This design comes from an exercise in tuning for small area, a short achievable clock period and few clock cycles on the open sky130 flow, not from production work.
Function was checked by simulation only, so behaviour that the tests miss may differ from the original.
Power and IR drop assume default switching activity.

==> design.v <==
`default_nettype none
module dcim_colsum (
    input  wire         clk,
    input  wire [127:0] x,
    input  wire [10:0]  nb,
    output wire [10:0]  res
);
    reg p1_0;
    reg p1_1;
    reg p1_2;
    reg p1_3;
    reg p1_4;
    reg p1_5;
    reg p1_6;
    reg p1_7;
    reg p1_8;
    reg p1_9;
    reg p1_10;
    reg p1_11;
    reg p1_12;
    reg p1_13;
    reg p1_14;
    reg p1_15;
    reg p1_16;
    reg p1_17;
    reg p1_18;
    reg p1_19;
    reg p1_20;
    reg p1_21;
    reg p1_22;
    reg p1_23;
    reg p1_24;
    reg p1_25;
    reg p1_26;
    reg p1_27;
    reg p1_28;
    reg p1_29;
    reg p1_30;
    reg p1_31;
    reg p1_32;
    reg p1_33;
    reg p1_34;
    reg p1_35;
    reg p1_36;
    reg p1_37;
    reg p1_38;
    reg p1_39;
    reg p1_40;
    reg p1_41;
    reg p1_42;
    reg p1_43;
    reg p1_44;
    reg p1_45;
    reg p1_46;
    reg p1_47;
    reg p1_48;
    reg p1_49;
    reg p1_50;
    reg p1_51;
    reg p1_52;
    reg p1_53;
    reg p1_54;
    reg p1_55;
    reg p1_56;
    reg p1_57;
    reg p1_58;
    reg p1_59;
    reg p2_60;
    reg p2_61;
    reg p2_62;
    reg p2_63;
    reg p2_64;
    reg p2_65;
    reg p2_66;
    reg p2_67;
    reg p2_68;
    reg p2_69;
    reg p2_70;
    reg p2_71;
    reg p2_72;
    reg p2_73;
    reg p2_74;
    reg p2_75;
    reg p2_76;
    reg p2_77;
    reg p2_78;
    reg p2_79;
    reg p2_80;
    reg p2_81;
    wire s1 = x[0] ^ x[1] ^ x[2];
    wire k2 = (x[0] & x[1]) | (x[0] & x[2]) | (x[1] & x[2]);
    wire s3 = x[3] ^ x[4] ^ x[5];
    wire k4 = (x[3] & x[4]) | (x[3] & x[5]) | (x[4] & x[5]);
    wire s5 = x[6] ^ x[7] ^ x[8];
    wire k6 = (x[6] & x[7]) | (x[6] & x[8]) | (x[7] & x[8]);
    wire s7 = x[9] ^ x[10] ^ x[11];
    wire k8 = (x[9] & x[10]) | (x[9] & x[11]) | (x[10] & x[11]);
    wire s9 = x[12] ^ x[13] ^ x[14];
    wire k10 = (x[12] & x[13]) | (x[12] & x[14]) | (x[13] & x[14]);
    wire s11 = x[15] ^ x[16] ^ x[17];
    wire k12 = (x[15] & x[16]) | (x[15] & x[17]) | (x[16] & x[17]);
    wire s13 = x[18] ^ x[19] ^ x[20];
    wire k14 = (x[18] & x[19]) | (x[18] & x[20]) | (x[19] & x[20]);
    wire s15 = x[21] ^ x[22] ^ x[23];
    wire k16 = (x[21] & x[22]) | (x[21] & x[23]) | (x[22] & x[23]);
    wire s17 = x[24] ^ x[25] ^ x[26];
    wire k18 = (x[24] & x[25]) | (x[24] & x[26]) | (x[25] & x[26]);
    wire s19 = x[27] ^ x[28] ^ x[29];
    wire k20 = (x[27] & x[28]) | (x[27] & x[29]) | (x[28] & x[29]);
    wire s21 = x[32] ^ x[33] ^ x[34];
    wire k22 = (x[32] & x[33]) | (x[32] & x[34]) | (x[33] & x[34]);
    wire s23 = x[35] ^ x[36] ^ x[37];
    wire k24 = (x[35] & x[36]) | (x[35] & x[37]) | (x[36] & x[37]);
    wire s25 = x[38] ^ x[39] ^ x[40];
    wire k26 = (x[38] & x[39]) | (x[38] & x[40]) | (x[39] & x[40]);
    wire s27 = x[41] ^ x[42] ^ x[43];
    wire k28 = (x[41] & x[42]) | (x[41] & x[43]) | (x[42] & x[43]);
    wire s29 = x[44] ^ x[45] ^ x[46];
    wire k30 = (x[44] & x[45]) | (x[44] & x[46]) | (x[45] & x[46]);
    wire s31 = x[47] ^ x[48] ^ x[49];
    wire k32 = (x[47] & x[48]) | (x[47] & x[49]) | (x[48] & x[49]);
    wire s33 = x[50] ^ x[51] ^ x[52];
    wire k34 = (x[50] & x[51]) | (x[50] & x[52]) | (x[51] & x[52]);
    wire s35 = x[53] ^ x[54] ^ x[55];
    wire k36 = (x[53] & x[54]) | (x[53] & x[55]) | (x[54] & x[55]);
    wire s37 = x[56] ^ x[57] ^ x[58];
    wire k38 = (x[56] & x[57]) | (x[56] & x[58]) | (x[57] & x[58]);
    wire s39 = x[59] ^ x[60] ^ x[61];
    wire k40 = (x[59] & x[60]) | (x[59] & x[61]) | (x[60] & x[61]);
    wire s41 = x[64] ^ x[65] ^ x[66];
    wire k42 = (x[64] & x[65]) | (x[64] & x[66]) | (x[65] & x[66]);
    wire s43 = x[67] ^ x[68] ^ x[69];
    wire k44 = (x[67] & x[68]) | (x[67] & x[69]) | (x[68] & x[69]);
    wire s45 = x[70] ^ x[71] ^ x[72];
    wire k46 = (x[70] & x[71]) | (x[70] & x[72]) | (x[71] & x[72]);
    wire s47 = x[73] ^ x[74] ^ x[75];
    wire k48 = (x[73] & x[74]) | (x[73] & x[75]) | (x[74] & x[75]);
    wire s49 = x[76] ^ x[77] ^ x[78];
    wire k50 = (x[76] & x[77]) | (x[76] & x[78]) | (x[77] & x[78]);
    wire s51 = x[79] ^ x[80] ^ x[81];
    wire k52 = (x[79] & x[80]) | (x[79] & x[81]) | (x[80] & x[81]);
    wire s53 = x[82] ^ x[83] ^ x[84];
    wire k54 = (x[82] & x[83]) | (x[82] & x[84]) | (x[83] & x[84]);
    wire s55 = x[85] ^ x[86] ^ x[87];
    wire k56 = (x[85] & x[86]) | (x[85] & x[87]) | (x[86] & x[87]);
    wire s57 = x[88] ^ x[89] ^ x[90];
    wire k58 = (x[88] & x[89]) | (x[88] & x[90]) | (x[89] & x[90]);
    wire s59 = x[91] ^ x[92] ^ x[93];
    wire k60 = (x[91] & x[92]) | (x[91] & x[93]) | (x[92] & x[93]);
    wire s61 = x[96] ^ x[97] ^ x[98];
    wire k62 = (x[96] & x[97]) | (x[96] & x[98]) | (x[97] & x[98]);
    wire s63 = x[99] ^ x[100] ^ x[101];
    wire k64 = (x[99] & x[100]) | (x[99] & x[101]) | (x[100] & x[101]);
    wire s65 = x[102] ^ x[103] ^ x[104];
    wire k66 = (x[102] & x[103]) | (x[102] & x[104]) | (x[103] & x[104]);
    wire s67 = x[105] ^ x[106] ^ x[107];
    wire k68 = (x[105] & x[106]) | (x[105] & x[107]) | (x[106] & x[107]);
    wire s69 = x[108] ^ x[109] ^ x[110];
    wire k70 = (x[108] & x[109]) | (x[108] & x[110]) | (x[109] & x[110]);
    wire s71 = x[111] ^ x[112] ^ x[113];
    wire k72 = (x[111] & x[112]) | (x[111] & x[113]) | (x[112] & x[113]);
    wire s73 = x[114] ^ x[115] ^ x[116];
    wire k74 = (x[114] & x[115]) | (x[114] & x[116]) | (x[115] & x[116]);
    wire s75 = x[117] ^ x[118] ^ x[119];
    wire k76 = (x[117] & x[118]) | (x[117] & x[119]) | (x[118] & x[119]);
    wire s77 = x[120] ^ x[121] ^ x[122];
    wire k78 = (x[120] & x[121]) | (x[120] & x[122]) | (x[121] & x[122]);
    wire s79 = x[123] ^ x[124] ^ x[125];
    wire k80 = (x[123] & x[124]) | (x[123] & x[125]) | (x[124] & x[125]);
    wire s81 = s1 ^ s3 ^ s5;
    wire k82 = (s1 & s3) | (s1 & s5) | (s3 & s5);
    wire s83 = s7 ^ s9 ^ s11;
    wire k84 = (s7 & s9) | (s7 & s11) | (s9 & s11);
    wire s85 = s13 ^ s15 ^ s17;
    wire k86 = (s13 & s15) | (s13 & s17) | (s15 & s17);
    wire s87 = s19 ^ x[30] ^ x[31];
    wire k88 = (s19 & x[30]) | (s19 & x[31]) | (x[30] & x[31]);
    wire s89 = k2 ^ k4 ^ k6;
    wire k90 = (k2 & k4) | (k2 & k6) | (k4 & k6);
    wire s91 = k8 ^ k10 ^ k12;
    wire k92 = (k8 & k10) | (k8 & k12) | (k10 & k12);
    wire s93 = k14 ^ k16 ^ k18;
    wire k94 = (k14 & k16) | (k14 & k18) | (k16 & k18);
    wire s95 = k20 ^ s21 ^ s23;
    wire k96 = (k20 & s21) | (k20 & s23) | (s21 & s23);
    wire s97 = s25 ^ s27 ^ s29;
    wire k98 = (s25 & s27) | (s25 & s29) | (s27 & s29);
    wire s99 = s31 ^ s33 ^ s35;
    wire k100 = (s31 & s33) | (s31 & s35) | (s33 & s35);
    wire s101 = s37 ^ s39 ^ x[62];
    wire k102 = (s37 & s39) | (s37 & x[62]) | (s39 & x[62]);
    wire s103 = k22 ^ k24 ^ k26;
    wire k104 = (k22 & k24) | (k22 & k26) | (k24 & k26);
    wire s105 = k28 ^ k30 ^ k32;
    wire k106 = (k28 & k30) | (k28 & k32) | (k30 & k32);
    wire s107 = k34 ^ k36 ^ k38;
    wire k108 = (k34 & k36) | (k34 & k38) | (k36 & k38);
    wire s109 = k40 ^ s41 ^ s43;
    wire k110 = (k40 & s41) | (k40 & s43) | (s41 & s43);
    wire s111 = s45 ^ s47 ^ s49;
    wire k112 = (s45 & s47) | (s45 & s49) | (s47 & s49);
    wire s113 = s51 ^ s53 ^ s55;
    wire k114 = (s51 & s53) | (s51 & s55) | (s53 & s55);
    wire s115 = s57 ^ s59 ^ x[94];
    wire k116 = (s57 & s59) | (s57 & x[94]) | (s59 & x[94]);
    wire s117 = k42 ^ k44 ^ k46;
    wire k118 = (k42 & k44) | (k42 & k46) | (k44 & k46);
    wire s119 = k48 ^ k50 ^ k52;
    wire k120 = (k48 & k50) | (k48 & k52) | (k50 & k52);
    wire s121 = k54 ^ k56 ^ k58;
    wire k122 = (k54 & k56) | (k54 & k58) | (k56 & k58);
    wire s123 = k60 ^ s61 ^ s63;
    wire k124 = (k60 & s61) | (k60 & s63) | (s61 & s63);
    wire s125 = s65 ^ s67 ^ s69;
    wire k126 = (s65 & s67) | (s65 & s69) | (s67 & s69);
    wire s127 = s71 ^ s73 ^ s75;
    wire k128 = (s71 & s73) | (s71 & s75) | (s73 & s75);
    wire s129 = s77 ^ s79 ^ x[126];
    wire k130 = (s77 & s79) | (s77 & x[126]) | (s79 & x[126]);
    wire s131 = k62 ^ k64 ^ k66;
    wire k132 = (k62 & k64) | (k62 & k66) | (k64 & k66);
    wire s133 = k68 ^ k70 ^ k72;
    wire k134 = (k68 & k70) | (k68 & k72) | (k70 & k72);
    wire s135 = k74 ^ k76 ^ k78;
    wire k136 = (k74 & k76) | (k74 & k78) | (k76 & k78);
    wire s137 = p1_0 ^ p1_1 ^ p1_2;
    wire k138 = (p1_0 & p1_1) | (p1_0 & p1_2) | (p1_1 & p1_2);
    wire s139 = p1_4 ^ p1_5 ^ p1_6;
    wire k140 = (p1_4 & p1_5) | (p1_4 & p1_6) | (p1_5 & p1_6);
    wire s141 = p1_7 ^ p1_8 ^ p1_9;
    wire k142 = (p1_7 & p1_8) | (p1_7 & p1_9) | (p1_8 & p1_9);
    wire s143 = p1_10 ^ p1_11 ^ p1_12;
    wire k144 = (p1_10 & p1_11) | (p1_10 & p1_12) | (p1_11 & p1_12);
    wire s145 = p1_13 ^ p1_14 ^ p1_15;
    wire k146 = (p1_13 & p1_14) | (p1_13 & p1_15) | (p1_14 & p1_15);
    wire s147 = p1_16 ^ p1_17 ^ p1_18;
    wire k148 = (p1_16 & p1_17) | (p1_16 & p1_18) | (p1_17 & p1_18);
    wire s149 = p1_19 ^ p1_20 ^ p1_21;
    wire k150 = (p1_19 & p1_20) | (p1_19 & p1_21) | (p1_20 & p1_21);
    wire s151 = p1_22 ^ p1_23 ^ p1_24;
    wire k152 = (p1_22 & p1_23) | (p1_22 & p1_24) | (p1_23 & p1_24);
    wire s153 = p1_25 ^ p1_26 ^ p1_27;
    wire k154 = (p1_25 & p1_26) | (p1_25 & p1_27) | (p1_26 & p1_27);
    wire s155 = p1_28 ^ p1_29 ^ p1_30;
    wire k156 = (p1_28 & p1_29) | (p1_28 & p1_30) | (p1_29 & p1_30);
    wire s157 = p1_31 ^ p1_32 ^ p1_33;
    wire k158 = (p1_31 & p1_32) | (p1_31 & p1_33) | (p1_32 & p1_33);
    wire s159 = p1_34 ^ p1_35 ^ p1_36;
    wire k160 = (p1_34 & p1_35) | (p1_34 & p1_36) | (p1_35 & p1_36);
    wire s161 = p1_37 ^ p1_38 ^ p1_39;
    wire k162 = (p1_37 & p1_38) | (p1_37 & p1_39) | (p1_38 & p1_39);
    wire s163 = p1_40 ^ p1_41 ^ p1_42;
    wire k164 = (p1_40 & p1_41) | (p1_40 & p1_42) | (p1_41 & p1_42);
    wire s165 = p1_43 ^ p1_44 ^ p1_45;
    wire k166 = (p1_43 & p1_44) | (p1_43 & p1_45) | (p1_44 & p1_45);
    wire s167 = p1_46 ^ p1_47 ^ p1_48;
    wire k168 = (p1_46 & p1_47) | (p1_46 & p1_48) | (p1_47 & p1_48);
    wire s169 = p1_49 ^ p1_50 ^ p1_51;
    wire k170 = (p1_49 & p1_50) | (p1_49 & p1_51) | (p1_50 & p1_51);
    wire s171 = p1_52 ^ p1_53 ^ p1_54;
    wire k172 = (p1_52 & p1_53) | (p1_52 & p1_54) | (p1_53 & p1_54);
    wire s173 = p1_55 ^ p1_56 ^ nb[5];
    wire k174 = (p1_55 & p1_56) | (p1_55 & nb[5]) | (p1_56 & nb[5]);
    wire s175 = p1_57 ^ p1_58 ^ p1_59;
    wire k176 = (p1_57 & p1_58) | (p1_57 & p1_59) | (p1_58 & p1_59);
    wire s177 = s137 ^ p1_3 ^ nb[1];
    wire k178 = (s137 & p1_3) | (s137 & nb[1]) | (p1_3 & nb[1]);
    wire s179 = k138 ^ s139 ^ s141;
    wire k180 = (k138 & s139) | (k138 & s141) | (s139 & s141);
    wire s181 = s143 ^ s145 ^ nb[2];
    wire k182 = (s143 & s145) | (s143 & nb[2]) | (s145 & nb[2]);
    wire s183 = k140 ^ k142 ^ k144;
    wire k184 = (k140 & k142) | (k140 & k144) | (k142 & k144);
    wire s185 = k146 ^ s147 ^ s149;
    wire k186 = (k146 & s147) | (k146 & s149) | (s147 & s149);
    wire s187 = s151 ^ s153 ^ s155;
    wire k188 = (s151 & s153) | (s151 & s155) | (s153 & s155);
    wire s189 = k148 ^ k150 ^ k152;
    wire k190 = (k148 & k150) | (k148 & k152) | (k150 & k152);
    wire s191 = k154 ^ k156 ^ s157;
    wire k192 = (k154 & k156) | (k154 & s157) | (k156 & s157);
    wire s193 = s159 ^ s161 ^ s163;
    wire k194 = (s159 & s161) | (s159 & s163) | (s161 & s163);
    wire s195 = k158 ^ k160 ^ k162;
    wire k196 = (k158 & k160) | (k158 & k162) | (k160 & k162);
    wire s197 = k164 ^ k166 ^ s167;
    wire k198 = (k164 & k166) | (k164 & s167) | (k166 & s167);
    wire s199 = s169 ^ s171 ^ s173;
    wire k200 = (s169 & s171) | (s169 & s173) | (s171 & s173);
    wire s201 = k168 ^ k170 ^ k172;
    wire k202 = (k168 & k170) | (k168 & k172) | (k170 & k172);
    wire s203 = k174 ^ s175 ^ nb[6];
    wire k204 = (k174 & s175) | (k174 & nb[6]) | (s175 & nb[6]);
    wire s205 = k178 ^ s179 ^ s181;
    wire k206 = (k178 & s179) | (k178 & s181) | (s179 & s181);
    wire s207 = k180 ^ k182 ^ s183;
    wire k208 = (k180 & k182) | (k180 & s183) | (k182 & s183);
    wire s209 = s185 ^ s187 ^ nb[3];
    wire k210 = (s185 & s187) | (s185 & nb[3]) | (s187 & nb[3]);
    wire s211 = k184 ^ k186 ^ k188;
    wire k212 = (k184 & k186) | (k184 & k188) | (k186 & k188);
    wire s213 = s189 ^ s191 ^ s193;
    wire k214 = (s189 & s191) | (s189 & s193) | (s191 & s193);
    wire s215 = k190 ^ k192 ^ k194;
    wire k216 = (k190 & k192) | (k190 & k194) | (k192 & k194);
    wire s217 = s195 ^ s197 ^ s199;
    wire k218 = (s195 & s197) | (s195 & s199) | (s197 & s199);
    wire s219 = k196 ^ k198 ^ k200;
    wire k220 = (k196 & k198) | (k196 & k200) | (k198 & k200);
    wire s221 = k202 ^ k204 ^ k176;
    wire k222 = (k202 & k204) | (k202 & k176) | (k204 & k176);
    wire s223 = k206 ^ s207 ^ s209;
    wire k224 = (k206 & s207) | (k206 & s209) | (s207 & s209);
    wire s225 = k208 ^ k210 ^ s211;
    wire k226 = (k208 & k210) | (k208 & s211) | (k210 & s211);
    wire s227 = s213 ^ s165 ^ nb[4];
    wire k228 = (s213 & s165) | (s213 & nb[4]) | (s165 & nb[4]);
    wire s229 = k212 ^ k214 ^ s215;
    wire k230 = (k212 & k214) | (k212 & s215) | (k214 & s215);
    wire s231 = k216 ^ k218 ^ s219;
    wire k232 = (k216 & k218) | (k216 & s219) | (k218 & s219);
    wire s233 = k220 ^ s221 ^ nb[7];
    wire k234 = (k220 & s221) | (k220 & nb[7]) | (s221 & nb[7]);
    wire s235 = p2_64 ^ p2_65 ^ p2_66;
    wire k236 = (p2_64 & p2_65) | (p2_64 & p2_66) | (p2_65 & p2_66);
    wire s237 = p2_67 ^ p2_68 ^ p2_69;
    wire k238 = (p2_67 & p2_68) | (p2_67 & p2_69) | (p2_68 & p2_69);
    wire s239 = p2_71 ^ p2_72 ^ p2_73;
    wire k240 = (p2_71 & p2_72) | (p2_71 & p2_73) | (p2_72 & p2_73);
    wire s241 = p2_77 ^ p2_78 ^ p2_79;
    wire k242 = (p2_77 & p2_78) | (p2_77 & p2_79) | (p2_78 & p2_79);
    wire s243 = k236 ^ s237 ^ p2_70;
    wire k244 = (k236 & s237) | (k236 & p2_70) | (s237 & p2_70);
    wire s245 = k238 ^ s239 ^ p2_74;
    wire k246 = (k238 & s239) | (k238 & p2_74) | (s239 & p2_74);
    wire s247 = k240 ^ p2_75 ^ p2_76;
    wire k248 = (k240 & p2_75) | (k240 & p2_76) | (p2_75 & p2_76);
    always @(posedge clk) begin
        p1_0 <= s81;
        p1_1 <= s83;
        p1_2 <= s85;
        p1_3 <= s87;
        p1_4 <= k82;
        p1_5 <= k84;
        p1_6 <= k86;
        p1_7 <= k88;
        p1_8 <= s89;
        p1_9 <= s91;
        p1_10 <= s93;
        p1_11 <= s95;
        p1_12 <= s97;
        p1_13 <= s99;
        p1_14 <= s101;
        p1_15 <= x[63];
        p1_16 <= k90;
        p1_17 <= k92;
        p1_18 <= k94;
        p1_19 <= k96;
        p1_20 <= k98;
        p1_21 <= k100;
        p1_22 <= k102;
        p1_23 <= s103;
        p1_24 <= s105;
        p1_25 <= s107;
        p1_26 <= s109;
        p1_27 <= s111;
        p1_28 <= s113;
        p1_29 <= s115;
        p1_30 <= x[95];
        p1_31 <= k104;
        p1_32 <= k106;
        p1_33 <= k108;
        p1_34 <= k110;
        p1_35 <= k112;
        p1_36 <= k114;
        p1_37 <= k116;
        p1_38 <= s117;
        p1_39 <= s119;
        p1_40 <= s121;
        p1_41 <= s123;
        p1_42 <= s125;
        p1_43 <= s127;
        p1_44 <= s129;
        p1_45 <= x[127];
        p1_46 <= k118;
        p1_47 <= k120;
        p1_48 <= k122;
        p1_49 <= k124;
        p1_50 <= k126;
        p1_51 <= k128;
        p1_52 <= k130;
        p1_53 <= s131;
        p1_54 <= s133;
        p1_55 <= s135;
        p1_56 <= k80;
        p1_57 <= k132;
        p1_58 <= k134;
        p1_59 <= k136;
        p2_60 <= nb[0];
        p2_61 <= s177;
        p2_62 <= s205;
        p2_63 <= s223;
        p2_64 <= k224;
        p2_65 <= s225;
        p2_66 <= s227;
        p2_67 <= k226;
        p2_68 <= k228;
        p2_69 <= s229;
        p2_70 <= s217;
        p2_71 <= k230;
        p2_72 <= s231;
        p2_73 <= s201;
        p2_74 <= s203;
        p2_75 <= k232;
        p2_76 <= s233;
        p2_77 <= k234;
        p2_78 <= k222;
        p2_79 <= nb[8];
        p2_80 <= nb[9];
        p2_81 <= nb[10];
    end
    wire [10:0] row0 = {p2_81, k242, k248, k246, k244, s243, s235, p2_63, p2_62, p2_61, p2_60};
    wire [10:0] row1 = {1'b0, p2_80, s241, s247, s245, 1'b0, 1'b0, 1'b0, 1'b0, 1'b0, 1'b0};
    assign res = row0 + row1;
endmodule
`default_nettype none
`timescale 1ns / 1ps
module tinymoa_dcim (
    input clk,
    input nrst,
    output reg        mmio_ready,
    input             mmio_write,
    input      [31:0] mmio_wdata,
    input             mmio_read,
    output     [31:0] mmio_rdata,
    input      [5:0]  mmio_addr,
    input      [31:0] mem_rdata,
    output     [31:0] mem_wdata,
    output reg        mem_write,
    output reg        mem_read,
    output reg [9:0]  mem_addr
);
    reg        cfg_reload;
    reg [2:0]  cfg_prec;
    reg [9:0]  cfg_wbase;
    reg [9:0]  cfg_abase;
    reg [9:0]  cfg_rbase;
    reg [5:0]  cfg_n;
    reg        busy;
    reg        done;
    reg [9:0]  rdata_q;           
    assign mmio_rdata = {22'd0, rdata_q};
    wire [3:0] reg_idx = mmio_addr[5:2];
    wire       start   = mmio_write && (reg_idx == 4'd0) && mmio_wdata[0] && !busy;
    always @(posedge clk or negedge nrst) begin
        if (!nrst) begin
            cfg_reload <= 1'b1;
            cfg_prec   <= 3'd1;
            cfg_wbase  <= 10'h180;
            cfg_abase  <= 10'h1A0;
            cfg_rbase  <= 10'h1B0;
            cfg_n      <= 6'd32;
            mmio_ready <= 1'b0;
        end else begin
            mmio_ready <= mmio_write | mmio_read;
            if (mmio_write) begin
                case (reg_idx)
                    4'd0: {cfg_reload, cfg_prec} <= mmio_wdata[4:1];
                    4'd2: cfg_wbase <= mmio_wdata[9:0];
                    4'd3: cfg_abase <= mmio_wdata[9:0];
                    4'd4: cfg_rbase <= mmio_wdata[9:0];
                    4'd5: cfg_n     <= mmio_wdata[5:0];
                    default: ;
                endcase
            end
        end
    end
    always @(posedge clk) begin
        case (reg_idx)
            4'd0: rdata_q <= {5'd0, cfg_reload, cfg_prec, 1'b0};
            4'd1: rdata_q <= {8'd0, done, busy};
            4'd2: rdata_q <= cfg_wbase;
            4'd3: rdata_q <= cfg_abase;
            4'd4: rdata_q <= cfg_rbase;
            4'd5: rdata_q <= {4'd0, cfg_n};
            default: rdata_q <= 10'd0;
        endcase
    end
    reg [4:0] rs, nph, rr;
    always @(posedge clk or negedge nrst) begin
        if (!nrst) rs <= 5'd0;
        else       rs <= rs + 5'd1;
    end
    always @(posedge clk) begin
        nph <= 5'd0 - rs;
        rr  <= 5'd0 - (rs + 5'd3);
    end
    wire [31:0] rot0 = rs[0] ? {mem_rdata[30:0], mem_rdata[31]} : mem_rdata;
    wire [31:0] rot1 = rs[1] ? {rot0[29:0], rot0[31:30]}         : rot0;
    wire [31:0] rot2 = rs[2] ? {rot1[27:0], rot1[31:28]}         : rot1;
    wire [31:0] rot3 = rs[3] ? {rot2[23:0], rot2[31:24]}         : rot2;
    wire [31:0] rot  = rs[4] ? {rot3[15:0], rot3[31:16]}         : rot3;
    reg [3:0] tag0;
    reg [3:0] ld_act;
    reg       ld_row;
    reg [31:0] T [0:31];
    reg [31:0] A [0:3];
    reg [31:0] V;
    genvar gx, gp;
    generate
        for (gx = 1; gx < 32; gx = gx + 1) begin : g_torus
            always @(posedge clk)
                T[gx] <= {T[gx-1][30:0], T[gx-1][31] & V[gx-1]};
        end
        for (gp = 0; gp < 4; gp = gp + 1) begin : g_act
            always @(posedge clk)
                A[gp] <= ld_act[gp] ? rot : {A[gp][30:0], A[gp][31]};
        end
    endgenerate
    always @(posedge clk)
        T[0] <= ld_row ? rot : {T[31][30:0], T[31][31] & V[31]};
    always @(posedge clk or negedge nrst) begin
        if (!nrst) V <= 32'd0;
        else       V <= {V[30:0], V[31] | ld_row};
    end
    reg  [3:0]   plane_en;
    reg  [10:0]  nb;             
    wire [127:0] xb;
    genvar gj;
    generate
        for (gj = 0; gj < 32; gj = gj + 1) begin : g_x
            wire w = T[gj][0];
            assign xb[gj]      = plane_en[0] & ~(w ^ A[0][gj]);
            assign xb[32 + gj] = plane_en[1] & ~(w ^ A[1][gj]);
            assign xb[64 + gj] = plane_en[2] & ~(w ^ A[2][gj]);
            assign xb[96 + gj] = plane_en[3] & ~(w ^ A[3][gj]);
        end
    endgenerate
    wire [10:0] res;
    dcim_colsum u_sum (.clk(clk), .x(xb), .nb(nb), .res(res));
    reg [10:0] wdata_q;
    reg        sign_q;
    assign mem_wdata = {{11{sign_q}}, {10{wdata_q[10]}}, wdata_q};
    reg [10:0] nsh;
    always @(posedge clk) begin
        nsh <= {5'd0, cfg_n} << cfg_prec;
        nb  <= {5'd0, cfg_n} - nsh;
    end
    localparam S_IDLE = 3'd0;
    localparam S_ACT  = 3'd1;
    localparam S_ROW  = 3'd2;
    localparam S_WAIT = 3'd3;
    localparam S_COMP = 3'd4;
    reg [2:0] state;
    reg [4:0] cnt;
    reg [1:0] pm1;               
    reg       rl;                
    reg       va, vb;            
    reg       la, lb;            
    wire [4:0] cb = nph + 5'd2;  
    wire [1:0] st_p   = mmio_wdata[2:1] - 2'd1;
    wire       row_ld = ({1'b0, rr} < cfg_n);
    always @(posedge clk or negedge nrst) begin
        if (!nrst) begin
            state     <= S_IDLE;
            cnt       <= 5'd0;
            busy      <= 1'b0;
            done      <= 1'b0;
            mem_read  <= 1'b0;
            mem_write <= 1'b0;
            tag0      <= 4'd0;
            ld_act    <= 4'd0;
            ld_row    <= 1'b0;
            va        <= 1'b0;
            vb        <= 1'b0;
            la        <= 1'b0;
            lb        <= 1'b0;
        end else begin
            mem_read  <= 1'b0;
            tag0      <= 4'd0;
            ld_act    <= {tag0[3] & ~tag0[2] & (tag0[1:0] == 2'd3),
                          tag0[3] & ~tag0[2] & (tag0[1:0] == 2'd2),
                          tag0[3] & ~tag0[2] & (tag0[1:0] == 2'd1),
                          tag0[3] & ~tag0[2] & (tag0[1:0] == 2'd0)};
            ld_row    <= tag0[3] & tag0[2] & tag0[0];
            va        <= (state == S_COMP);
            la        <= (state == S_COMP) && (cnt == 5'd31);
            vb        <= va;
            lb        <= la;
            mem_write <= vb && ({1'b0, cb} < cfg_n);
            cnt       <= cnt + 5'd1;
            case (state)
                S_IDLE: begin
                    cnt      <= 5'd1;
                    mem_read <= !busy;
                    if (start) begin
                        busy      <= 1'b1;
                        done      <= 1'b0;
                        ld_act[0] <= 1'b1;
                        if (st_p != 2'd0) begin
                            mem_read <= 1'b1;
                            tag0     <= 4'b1001;
                            cnt      <= 5'd2;
                            if (st_p != 2'd1)
                                state <= S_ACT;
                            else begin
                                state <= mmio_wdata[4] ? S_ROW : S_WAIT;
                                cnt   <= 5'd0;
                            end
                        end else if (mmio_wdata[4]) begin
                            mem_read <= row_ld;
                            tag0     <= {3'b110, row_ld};
                            state    <= S_ROW;
                        end else begin
                            mem_read <= 1'b0;
                            state    <= S_WAIT;
                        end
                    end
                end
                S_ACT: begin
                    mem_read <= 1'b1;
                    tag0     <= {2'b10, cnt[1:0]};
                    if (cnt[1:0] == pm1) begin
                        state <= rl ? S_ROW : S_WAIT;
                        cnt   <= 5'd0;
                    end
                end
                S_ROW: begin
                    mem_read <= row_ld;
                    tag0     <= {3'b110, row_ld};
                    if (cnt == 5'd31) state <= S_WAIT;
                end
                S_WAIT: begin
                    if (cnt[0]) begin
                        state <= S_COMP;
                        cnt   <= 5'd0;
                    end
                end
                S_COMP: begin
                    if (cnt == 5'd31) state <= S_IDLE;
                end
                default: state <= S_IDLE;
            endcase
            if (lb) begin
                busy <= 1'b0;
                done <= 1'b1;
            end
        end
    end
    always @(posedge clk) begin
        if (state == S_IDLE) begin
            plane_en <= {mmio_wdata[3:1] > 3'd3, mmio_wdata[3:1] > 3'd2,
                         mmio_wdata[3:1] > 3'd1, mmio_wdata[3:1] > 3'd0};
            pm1      <= st_p;
            rl       <= mmio_wdata[4];
        end
        wdata_q <= res;
        sign_q  <= res[10] & res[9];
        if (vb)
            mem_addr <= cfg_rbase + {5'd0, cb};
        else if (state == S_ROW || (start && st_p == 2'd0))
            mem_addr <= cfg_wbase + {5'd0, rr};
        else if (state == S_ACT || start)
            mem_addr <= cfg_abase + {8'd0, cnt[1:0]};
        else if (mmio_write && reg_idx == 4'd3)
            mem_addr <= mmio_wdata[9:0];
        else
            mem_addr <= cfg_abase;
    end
endmodule
==> flow/run.sh <==
#!/bin/bash
# Layout flow: the standard layout (standard.sh, unchanged scripts and
# settings), except that the port buffers that global placement inserts are
# sky130_fd_sc_hd__buf_2 cells instead of the cell buffer_ports picks by
# default (a delay cell here). Every port still gets its buffer.
set -euo pipefail
echo 'export BUFFER_PORTS_ARGS = -buffer_cell sky130_fd_sc_hd__buf_2' >> config.mk
bash standard.sh > standard.log 2>&1
==> standard.sh <==
#!/bin/bash
# synth_recipe.tcl (not shown) runs the flow's synth.tcl, then flattens the netlist and writes it again
# the make line also repeats each setting of config.mk as NAME=value (left out here)
make -C /OpenROAD-flow-scripts/flow DESIGN_CONFIG=/design/flow/config.mk WORK_HOME=/design/flow/orfs CLKGATE_MAP_FILE= SYNTH_SCRIPT=/design/flow/synth_recipe.tcl "${@:-finish}"
==> config.mk <==
export PLATFORM = sky130hd
export DESIGN_NAME = tinymoa_dcim
export DESIGN_NICKNAME = tinymoa_dcim
export VERILOG_FILES = /design/flow/design.v
export SDC_FILE = /design/flow/constraint.sdc
export NUM_CORES = 4
export LEC_CHECK = 0
export CAP_MARGIN = 20
export CORE_MARGIN = 2
export CORE_UTILIZATION = 70
export CTS_CLUSTER_DIAMETER = 150
export CTS_CLUSTER_SIZE = 30
export SETUP_SLACK_MARGIN = 4.85
export SLEW_MARGIN = 20
export BUFFER_PORTS_ARGS = -buffer_cell sky130_fd_sc_hd__buf_2
==> constraint.sdc <==
create_clock -name core_clock -period 7.5 [get_ports {clk}]
set_input_delay 1.5000 -clock core_clock [delete_from_list [all_inputs] [get_ports {clk}]]
set_output_delay 1.5000 -clock core_clock [all_outputs]
set_load 0.01 [all_outputs]
==> run_results.csv <==
group,metric,value,unit
status,outcome,"complete, no violations",
sta,maxSlewViolCount,0,
drt,firstDrtPassIters,5,
sta,max_slew_margin,0.275,
sta,setup_viol,0,
yosys,netlist_area,0.0413,sq mm
setup_path,worstSetupStartpoint,"sign_q",
yosys,async_reset_ff_frac,0.0732,
layout,drive_gt1_frac,0.143,
floorplan,core_area,0.0587,sq mm
floorplan,die_h,247,um
setup_path,r2r_cells,8,
setup_path,cp_max_fo,11,
setup_path,worst-path-stages,1,
layout,fin_nets,3395,
global_route,grtUsageTotal,0.263,
setup_path,crit_family,"flip-flops",
setup_path,r2r_slack,4800,ps
floorplan,die_area,0.0610,sq mm
yosys,yosysSeqAreaShare,0.697,
drt,dr.first_iter.drc_count,1207,
drt,drt-wirelength-per-cell,20.1,um
yosys,ys_ff_latch,1408,
setup_path,crit_buf_inv,1,
layout,area_growth,6.98,%
sta,worstMarginPinSlew,1090,ps
placement,dp_hpwl,52700,um
power,irDropWorstVdd,335,uV
placement,gp_congestion,0.871,
layout,post-route-util,0.753,
cts,cts_sinks,1408,
setup_path,cp-end-kind,"output pin",
cts,clk_path_buf_depth,3,
global_route,grt_pass1_vias,21200,
cts,root_buffer,"clkbuf_16",
setup_path,arrival,1240,ps
global_route,grt_overflow,0,
floorplan,start_util,0.704,
sta,fmax,364,MHz
drt,vias,20800,
sta,finalHoldViolations,0,
placement,numPortBuffers,104,
hold_path,hold_class,"reg2reg",
sta,skew,37.6,ps
cts,path_clk_slew,120,ps
placement,placed_cell_area,0.0423,sq mm
sta,rsz0062_at_grt,"yes",
setup_path,cp.required,6000,ps
global_route,grt_max_degree,65,
cts,cts_inserted_buffers,52,
yosys,yosysWarnings,4,
setup_path,r2r-end,"u_sum.p2_66",
setup_path,crit_end,"mem_wdata[25]",
drt,wirelength,79200,um
cts,h-tree-depth,2,
sta,tns,0,ps
setup_path,max_stage_delay,420,ps
drt,drc_errors,0,
cts,ctsHoldBuffers,0,
power,cellPowerDensity,354,mW/mm^2
job,max-cap-violations,0,
layout,stdcell_area,0.0442,sq mm
placement,place_inst,3855,
layout,stdcell_count,3942,
floorplan,rows,89,
yosys,synthFlopType,"dfxtp_1",
yosys,syn_avg_cell_area,13.3,sq um
floorplan,pin_count,151,
cts,insertion_delay,660,ps
yosys,synth_cells,3112,
yosys,synth_edf_count,7,
global_route,grt_pass1_wl,121000,um
cts,cts_tree,"built",
setup_path,r2r-start,"u_sum.p1_17",
yosys,ys_types,66,
drt,drtAntennaViolNets,0,
floorplan,die_x,247,um
setup_path,start_kind,"register",
power,p_leak,18.7,nW
layout,final_common_cell,"dfxtp_1",
global_route,antenna_found_initial,1,
setup_path,critical_path_class,"reg2out",
layout,final_cell_mix,"dfxtp_1, nor2_1, inv_1",
sta,finalCritPeriodShare,0.366,
sta,final.min_clock_period,2740,ps
setup_path,cp_slowest_cell,"dfxtp_4",
drt,viasPerCell,5.27,
setup_path,crit_chain,"buf_2",
flip-flops by register name, summed over array words and instances (netlist names), 4 cells and up:
signal	cells
cfg_rbase	10
tag0	4
nsh	11
T	1024
mem_addr	10
wdata_q	11
rr	5
V	32
rdata_q	10
rs	5
cfg_wbase	10
plane_en	4
nb	11
nph	5
cnt	5
ld_act	4
cfg_n	6
cfg_abase	10
A	128
through the flow:
step                      total power [mW]  setup WS, ps  hold WS, ps
after floorplan                       11.0          4450          310
after global placement                12.0          3610          310
after detailed placement              12.2          3550          312
after CTS                             15.6          4720          319
after global routing                  16.4          4710          329
final                                 15.6          4760          314
metal layers:
metal,share of wire,track usage,routed length [um],vias up
li1,-,-,-,9919
met1,0.44,0.350,34900,10300
met2,0.50,0.457,39400,451
met3,0.037,0.0303,2970,108
met4,0.025,0.0718,1960,0
met5,0,0,0,-
worst min path at each step:
stage | startpoint | slack (ps) | cells after the start | to
after floorplan | T[9][9] | 310 | 0 | T[10][10]
after global placement | T[28][11] | 310 | 0 | T[29][12]
after detailed placement | T[5][24] | 310 | 0 | T[6][25]
after CTS | T[7][3] | 320 | 0 | T[8][4]
after global routing | T[7][3] | 330 | 0 | T[8][4]
final | T[26][3] | 310 | 0 | T[27][4]
final cells by class:
| class | instances | area (sq um) |
|---|---|---|
| Clock buffer | 72 | 1410 |
| Tap cell | 773 | 967 |
| Sequential cell | 1408 | 28800 |
| Timing Repair Buffer | 125 | 774 |
| Inverter | 177 | 664 |
| Antenna cell | 1 | 2.50 |
| Fill cell | 3547 | 14500 |
| Clock inverter | 2 | 38.8 |
| Multi-Input combinational cell | 1384 | 11500 |
where the power goes:
group / total (mW) / switching, mW / internal [mW]
combinational: 3.41 / 1.90 / 1.51
clock: 3.46 / 2.13 / 1.33
sequential: 8.76 / 0.513 / 8.25
total: 15.6 / 4.55 / 11.1
timing repair:
item | CTS | global route
pin swaps | 13 | 9
buffers inserted | 4 | 6
gates cloned | 0 | 0
gates resized for setup | 51 | 36
endpoints found under the setup margin | 220 | 103
cell usage after synthesis (all sizes together), types with 4 or more instances:
master   instances  area share
o21a             4     0.00073
o2111ai          4     0.00085
nand2b          13      0.0020
mux4             4      0.0022
a211oi           4     0.00073
buf             70       0.012
nor3             9      0.0011
dfxtp         1298        0.63
mux2i           64       0.016
or2              5     0.00076
dfstp           12      0.0076
nand3           11      0.0013
a21boi           4     0.00073
nor2b           11      0.0017
dfrtp           91       0.055
a21o            11      0.0020
o211ai           5     0.00091
and3             8      0.0012
fa             129       0.063
ha              44       0.013
a21oi          188       0.027
edfxtp           7      0.0051
inv            177       0.016
and2           103       0.016
nand2          130       0.012
nor2           197       0.018
mux2            82       0.023
o22ai           31      0.0047
nor4b            4      0.0012
a221oi          29      0.0061
xnor2          155       0.033
a22oi            9      0.0016
clkbuf          94      0.0085
o21ai           59      0.0071
xor2            16      0.0034
logic make-up (layout without fill, tap and decap cells):
family	after synthesis	count (layout)	share of synthesized area
simple gates	497	497	0.0559
other cells	1	23	0.0000908
compound gates	371	371	0.0574
flops	1408	1408	0.697
fa+ha+maj	173	173	0.0758
xor+xnor	171	171	0.0362
mux	150	150	0.0410
buf+inv	341	376	0.0368
Testbench counts, summed over its fixed seeds: cycles 17,601.

-- what the ideal ports hide --
The flow's constraints put no driver on any port. The routed layout listed below was extracted and timed again, unchanged, in two steps.
Step 1, drivers: a clkbuf_16 drives clk and a buf_2 each remaining input, both assumed.
Step 2, shift: input delay + t, output delay - t, t = (earliest + latest rising clock arrival at the registers) / 2. This alone moves slack from input paths to output paths.
Three values: ideal, step 1, step 2; two values: the first two.
t, ns: 0.712
setup WS [ns]: 4.756 / 4.687 / 4.208
hold WS [ns]: 0.314 / 0.314 / 0.314
worst setup path after step 2: input to register
clock arrival spread, ns: 0.046 / 0.046
After both steps setup and hold are still met in this run. The setup slack of this run moves by -0.069 ns with the drivers and by -0.548 ns with both steps.
